This design comes from an exercise in tuning for small area and a short achievable clock period on the open sky130 flow, not from production work.
The RTL was checked by simulation tests, not by an equivalence proof against the original design.

==> violet: inputs <==
// test_dsp
module test_dsp #(parameter width_in1=26, parameter width_in2=14, parameter width_out=40) (
    input clk_i,
    input signed [width_in1:0] a_i,
    input signed [width_in2:0] b_i,
    input signed [width_out:0] pd_pattern1,
    output signed [width_out:0] c_o,
    output reg ones_o
);
==> flow/config.mk <==
export PLATFORM = sky130hd
export DESIGN_NAME = test_dsp
export DESIGN_NICKNAME = test_dsp
export VERILOG_FILES = /design/flow/design.v
export SDC_FILE = /design/flow/constraint.sdc
export NUM_CORES = 4
export LEC_CHECK = 0
export ABC_AREA = 1
export CAP_MARGIN = 20
export CORE_MARGIN = 2
export CORE_UTILIZATION = 50
export CTS_BUF_LIST = sky130_fd_sc_hd__clkbuf_8
export CTS_CLUSTER_DIAMETER = 71
export CTS_CLUSTER_SIZE = 12
export SETUP_SLACK_MARGIN = 3.4
export SLEW_MARGIN = 20
==> flow/constraint.sdc <==
create_clock -name core_clock -period 6.5 [get_ports {clk_i}]
set_input_delay 1.3000 -clock core_clock [delete_from_list [all_inputs] [get_ports {clk_i}]]
set_output_delay 1.3000 -clock core_clock [all_outputs]
set_load 0.01 [all_outputs]
standard.sh (not shown) runs the stock make flow with config.mk's settings and CLKGATE_MAP_FILE= SYNTH_SCRIPT=/design/flow/synth_recipe.tcl, a recipe that flattens the netlist after the stock synthesis.
==> flow/flow/run.sh <==
#!/bin/bash
# Standard ORFS layout, with one extra step between synthesis and floorplan:
# flow/polarity.py removes the polarity inverters that Yosys's full-adder
# extraction leaves between adder cells (full adders are self-dual), and
# swaps gates for their complement cells where that saves an inverter.
# Before that, flow/cpafix.py splits the full adders Yosys made of the final
# adder's last step (sum and carry of s_i, c_i and the prefix carry) into
# xor2 + a21o, so the late prefix carry passes one gate.
# Registers and ports are untouched.
set -euo pipefail
cd "$(dirname "$0")/.."
W=$(pwd)
R=$W/orfs/results/${FLOW_PLATFORM}/test_dsp/base
LIB=${FLOW_HOME}/platforms/${FLOW_PLATFORM}/lib/sky130_fd_sc_hd__tt_025C_1v80.lib
# port buffers: a real buffer cell (buffer_ports otherwise picks a delay cell)
export BUFFER_PORTS_ARGS="-buffer_cell sky130_fd_sc_hd__buf_2"
bash standard.sh synth > "$W/run_synth.log" 2>&1
cp "$R/1_2_yosys.v" "$W/1_2_yosys.standard.v"
python3 flow/cpafix.py "$W/1_2_yosys.standard.v" "$W/1_2_yosys.cpafix.v" > "$W/run_cpafix.log" 2>&1
python3 flow/polarity.py "$LIB" "$W/1_2_yosys.cpafix.v" "$R/1_2_yosys.v" > "$W/run_polarity.log" 2>&1
rm -f "$R/1_synth.odb" "$R/1_synth.sdc"
bash standard.sh finish > "$W/run_layout.log" 2>&1
==> flow/flow/cpafix.py <==
#!/usr/bin/env python3
"""Split full adders that share two inputs with a half adder.

Yosys's full-adder extraction turns the last step of the final adder,
sum_i = (s_i ^ c_i) ^ G and carry = s_i & c_i | (s_i ^ c_i) & G, into a
full-adder cell on (s_i, c_i, G), although s_i ^ c_i and s_i & c_i already
exist as a half adder and G, the prefix carry, arrives last.  Such a full
adder is replaced by xor2(HA.SUM, G) and a21o(HA.SUM, G, HA.COUT): the same
function, less area, and G passes one gate instead of a full adder.

usage: cpafix.py in.v out.v
"""
import re
import sys

src = open(sys.argv[1]).read()
cell_re = re.compile(r'^  sky130_fd_sc_hd__(\w+) (\S+)\s+\((.*?)\n  \);\n', re.S | re.M)
pin_re = re.compile(r'\.(\w+)\(([^()]*)\)')

cells = []
for m in cell_re.finditer(src):
    pins = dict((p, n) for p, n in pin_re.findall(m.group(3)))
    cells.append((m.group(1), m.group(2), pins, m.span()))
has = {}
for short, name, pins, span in cells:
    if re.fullmatch(r'ha_\d+', short):
        has[frozenset((pins['A'].strip(), pins['B'].strip()))] = pins


def sub(name, suf):
    return name.rstrip() + suf + ' ' if name.startswith('\\') else name + suf


out = []
pos = 0
n = 0
for short, name, pins, span in cells:
    s, e = span
    out.append(src[pos:s])
    pos = e
    text = src[s:e]
    if re.fullmatch(r'fa_\d+', short) and 'SUM' in pins and 'COUT' in pins:
        ins = [pins['A'], pins['B'], pins['CIN']]
        for a, b, z in ((0, 1, 2), (0, 2, 1), (1, 2, 0)):
            h = has.get(frozenset((ins[a].strip(), ins[b].strip())))
            if h is not None and ins[a].strip() != ins[b].strip():
                g = ins[z]
                text = (f'  sky130_fd_sc_hd__xor2_1 {sub(name, "_s")} (\n    .A({h["SUM"]}),\n    .B({g}),\n'
                        f'    .X({pins["SUM"]})\n  );\n'
                        f'  sky130_fd_sc_hd__a21o_1 {sub(name, "_c")} (\n    .A1({h["SUM"]}),\n    .A2({g}),\n'
                        f'    .B1({h["COUT"]}),\n    .X({pins["COUT"]})\n  );\n')
                n += 1
                break
    out.append(text)
out.append(src[pos:])
open(sys.argv[2], 'w').write(''.join(out))
print(f'{n} full adders split into xor2 + a21o')
Other scripts of this flow, unchanged in this note and not shown: flow/flow/polarity.py
==> fjord (differences from violet) <==
--- a/flow/flow/run.sh
+++ b/flow/flow/run.sh
@@ -6,6 +6,9 @@
 # Before that, flow/cpafix.py splits the full adders Yosys made of the final
 # adder's last step (sum and carry of s_i, c_i and the prefix carry) into
 # xor2 + a21o, so the late prefix carry passes one gate.
+# After it, flow/fapins.py puts each full adder's latest input on its
+# fastest pin (CIN), and flow/fanout.py gives the high-fanout Booth digit signals an
+# inverter-pair driver.
 # Registers and ports are untouched.
 set -euo pipefail
 cd "$(dirname "$0")/.."
@@ -17,6 +20,8 @@
 bash standard.sh synth > "$W/run_synth.log" 2>&1
 cp "$R/1_2_yosys.v" "$W/1_2_yosys.standard.v"
 python3 flow/cpafix.py "$W/1_2_yosys.standard.v" "$W/1_2_yosys.cpafix.v" > "$W/run_cpafix.log" 2>&1
-python3 flow/polarity.py "$LIB" "$W/1_2_yosys.cpafix.v" "$R/1_2_yosys.v" > "$W/run_polarity.log" 2>&1
+python3 flow/polarity.py "$LIB" "$W/1_2_yosys.cpafix.v" "$W/1_2_yosys.polarity.v" > "$W/run_polarity.log" 2>&1
+python3 flow/fapins.py "$W/1_2_yosys.polarity.v" "$W/1_2_yosys.fapins.v" > "$W/run_fapins.log" 2>&1
+python3 flow/fanout.py 10 "$W/1_2_yosys.fapins.v" "$R/1_2_yosys.v" > "$W/run_fanout.log" 2>&1
 rm -f "$R/1_synth.odb" "$R/1_synth.sdc"
 bash standard.sh finish > "$W/run_layout.log" 2>&1
==> flow/flow/fanout.py (new file) <==
#!/usr/bin/env python3
"""Give high-fanout nets driven by small logic gates a strong driver.

In the Booth partial-product selection each encoded digit signal drives a
whole row of selectors; synthesis leaves it on a weak gate.  For every such
net this pass lets the gate drive a small inverter, which drives a large
inverter that drives the original net (an inverter pair: the function is
unchanged; placement's remove_buffers keeps inverters).

usage: fanout.py MIN_FANOUT in.v out.v
"""
import re
import sys

minfo = int(sys.argv[1])
src = open(sys.argv[2]).read()
cell_re = re.compile(r'^  (sky130_fd_sc_hd__(\w+)) (\S+)\s+\((.*?)\n  \);\n', re.S | re.M)
pin_re = re.compile(r'\.(\w+)\(([^()]*)\)')
OUT = {'X', 'Y', 'Q', 'Q_N', 'SUM', 'COUT', 'HI', 'LO'}
SKIP = re.compile(r'(buf|inv|clkbuf|clkinv|bufinv|dlygate|clkdlybuf|dfxtp|fa|ha|conb)')

cells = []
for m in cell_re.finditer(src):
    cells.append((m.group(2), m.group(3), pin_re.findall(m.group(4)), m.span()))
fan = {}
for short, name, pins, span in cells:
    for p, n in pins:
        if p not in OUT:
            fan[n.strip()] = fan.get(n.strip(), 0) + 1

# logical fanout: count sinks through buffer cells
drv = {}
for short, name, pins, span in cells:
    for p, n in pins:
        if p in OUT:
            drv[n.strip()] = short
loads = {}
for short, name, pins, span in cells:
    for p, n in pins:
        if p not in OUT:
            loads.setdefault(n.strip(), []).append((short, pins))
BUF = re.compile(r'(buf|clkbuf)_\d+$')


def logical_fanout(net, depth=0):
    tot = 0
    for short, pins in loads.get(net, []):
        if BUF.match(short) and depth < 20:
            o = [n for p, n in pins if p in OUT][0].strip()
            tot += logical_fanout(o, depth + 1)
        else:
            tot += 1
    return tot


fan = {n: logical_fanout(n) for n in loads}

hdr = re.search(r'module\s+\w+\s*\((.*?)\);', src, re.S)
ports = set(x.strip() for x in hdr.group(1).split(','))

out = []
pos = 0
wires = []
k = 0
for short, name, pins, span in cells:
    s, e = span
    out.append(src[pos:s])
    pos = e
    text = src[s:e]
    if not SKIP.match(short):
        for p, n in pins:
            key = n.strip()
            if p in OUT and fan.get(key, 0) >= minfo and key.lstrip('\\').split('[')[0].strip() not in ports:
                f = fan[key]
                size = 4 if f <= 16 else 6 if f <= 24 else 8
                a, b = f'fo_{k}_a', f'fo_{k}_b'
                wires += [a, b]
                text = text.replace(f'.{p}({n})', f'.{p}({a})')
                text += (f'  sky130_fd_sc_hd__inv_2 fo_cell_{k}a (\n    .A({a}),\n    .Y({b})\n  );\n'
                         f'  sky130_fd_sc_hd__inv_{size} fo_cell_{k}b (\n    .A({b}),\n    .Y({n})\n  );\n')
                k += 1
    out.append(text)
out.append(src[pos:])
text = ''.join(out)
m = re.search(r'\n  wire ', text)
text = text[:m.start() + 1] + ''.join(f'  wire {w};\n' for w in wires) + text[m.start() + 1:]
open(sys.argv[3], 'w').write(text)
print(f'{k} high-fanout nets given an inverter-pair driver (fanout >= {minfo})')
==> flow/flow/fapins.py (new file) <==
#!/usr/bin/env python3
"""Put each full adder's latest-arriving input on its fastest pin.

The inputs A, B and CIN of a sky130 full adder are interchangeable (sum and
carry are symmetric functions), but CIN reaches SUM and COUT fastest and A
slowest.  With a rough arrival-time estimate (inputs and register outputs at
fixed times, a fixed delay per cell) this pass reconnects each full adder so
that its latest input is on CIN and its earliest on A.

usage: fapins.py in.v out.v
"""
import re
import sys

sys.setrecursionlimit(100000)
src = open(sys.argv[1]).read()
cell_re = re.compile(r'^  sky130_fd_sc_hd__(\w+) (\S+)\s+\((.*?)\n  \);\n', re.S | re.M)
pin_re = re.compile(r'\.(\w+)\(([^()]*)\)')
OUT = {'X', 'Y', 'Q', 'Q_N', 'SUM', 'COUT', 'HI', 'LO'}

cells = []
for m in cell_re.finditer(src):
    cells.append((m.group(1), m.group(2), pin_re.findall(m.group(3)), m.span()))
drv = {}
for i, (short, name, pins, span) in enumerate(cells):
    for p, n in pins:
        if p in OUT:
            drv[n.strip()] = (i, p)


def delay(short, pin_out):
    if re.fullmatch(r'fa_\d+', short):
        return 0.5 if pin_out == 'SUM' else 0.42
    if re.fullmatch(r'ha_\d+', short):
        return 0.3
    if re.match(r'(inv|clkinv)_', short):
        return 0.07
    if re.match(r'(buf|clkbuf)_', short):
        return 0.15
    if re.match(r'x(n)?or', short):
        return 0.22
    return 0.18


arr = {}


def arrival(net):
    if net in arr:
        return arr[net]
    arr[net] = 0.0
    d = drv.get(net)
    if d is None:
        a = 1.1                       # primary input (after its input delay)
    else:
        i, p = d
        short, name, pins, span = cells[i]
        if short.startswith('df'):
            a = 0.35
        else:
            a = max([arrival(n.strip()) for q, n in pins if q not in OUT] or [0.0]) + delay(short, p)
    arr[net] = a
    return a


out = []
pos = 0
moved = 0
for short, name, pins, span in cells:
    s, e = span
    out.append(src[pos:s])
    pos = e
    text = src[s:e]
    if re.fullmatch(r'fa_\d+', short):
        d = dict(pins)
        ins = sorted([d['A'], d['B'], d['CIN']], key=lambda n: arrival(n.strip()))
        if ins != [d['A'], d['B'], d['CIN']]:
            moved += 1
        text = (f'  sky130_fd_sc_hd__{short} {name} (\n    .A({ins[0]}),\n    .B({ins[1]}),\n'
                f'    .CIN({ins[2]}),\n    .COUT({d["COUT"]}),\n    .SUM({d["SUM"]})\n  );\n')
    out.append(text)
out.append(src[pos:])
open(sys.argv[2], 'w').write(''.join(out))
print(f'{moved} full adders had their inputs reordered')
==> tundra (differences from violet) <==
==> flow/flow/run.sh (replaced) <==
#!/bin/bash
# Standard ORFS layout, with one extra step between synthesis and floorplan:
# flow/polarity.py removes the polarity inverters that Yosys's full-adder
# extraction leaves between adder cells (full adders are self-dual), and
# swaps gates for their complement cells where that saves an inverter.
# Registers and ports are untouched.
set -euo pipefail
cd "$(dirname "$0")/.."
W=$(pwd)
R=$W/orfs/results/${FLOW_PLATFORM}/test_dsp/base
LIB=${FLOW_HOME}/platforms/${FLOW_PLATFORM}/lib/sky130_fd_sc_hd__tt_025C_1v80.lib
# port buffers: a real buffer cell (buffer_ports otherwise picks a delay cell)
export BUFFER_PORTS_ARGS="-buffer_cell sky130_fd_sc_hd__buf_2"
bash standard.sh synth > "$W/run_synth.log" 2>&1
cp "$R/1_2_yosys.v" "$W/1_2_yosys.standard.v"
python3 flow/polarity.py "$LIB" "$W/1_2_yosys.standard.v" "$R/1_2_yosys.v" > "$W/run_polarity.log" 2>&1
rm -f "$R/1_synth.odb" "$R/1_synth.sdc"
bash standard.sh finish > "$W/run_layout.log" 2>&1
CTS_BUF_LIST = unset   (was sky130_fd_sc_hd__clkbuf_8)
CTS_CLUSTER_DIAMETER = unset   (was 71)
CTS_CLUSTER_SIZE = unset   (was 12)
SETUP_SLACK_MARGIN = 3.3   (was 3.4)
removed: flow/flow/cpafix.py
==> comparison table <==
quantity	violet	tundra	fjord
FF-to-FF path depth	9	13	18
Inst Count DP	2008	1975	2033
R2R Path Start	r1_c13_4	r1_c15_0	r1_c13_2
Worst setup path start	b_i[13]	b_i[7]	b_i[13]
Achievable Freq	329.0 MHz	316.9 MHz	328.7 MHz
Final wirelength	39880 um	40300 um	37620 um
Largest stage delay on the critical path	520 ps	480 ps	570 ps
First-pass GRT wire length	64600 um	62850 um	61080 um
Initial antenna violation count	2	0	0
Cell occurring most often along the worst timing path	sky130_fd_sc_hd__buf_4	sky130_fd_sc_hd__fa_1	sky130_fd_sc_hd__fa_2
Number of clock buffers inserted by TritonCTS	24	25	23
Capturing element of the worst setup path	r1_c36_1	r1_c14_2	r1_c36_1
Outcome	no timing/DRC/antenna violations	no timing/DRC/antenna violations	no timing/DRC/antenna violations
WHS	487.5 ps	430.6 ps	424.1 ps
Required arrival time at the worst endpoint	7020 ps	6900 ps	6980 ps

[port drivers added, routing unchanged]
No port has a modelled driver above. Below, the same layouts with a new extraction and two added sets of constraints. Step 1 sets driving cells, clkbuf_16 on the clock port and buf_2 on the other inputs (assumed; they add their load-dependent delay and slew). Step 2 also shifts input and output timing later by t, the mid clock arrival at the registers, as if the neighbouring blocks saw the same clock. Three values: ideal ports, drivers, drivers and shift; two values: the first two.
| run | t (ns) | setup WS [ns] | worst slew at a driven data input, ns | cell pins on the clock port's net |
|---|---|---|---|---|
| violet | 0.607 | 3.461 / 3.455 / 2.848 | 0.09 | 1 |
| fjord | 0.595 | 3.458 / 3.452 / 2.857 | 0.06 | 1 |
| tundra | 0.579 | 3.345 / 3.321 / 2.742 | 0.07 | 1 |
After both steps every run listed still meets setup and hold. The setup slack of violet, which loses most, moves by -0.006 ns with the drivers and by -0.613 ns with both steps.
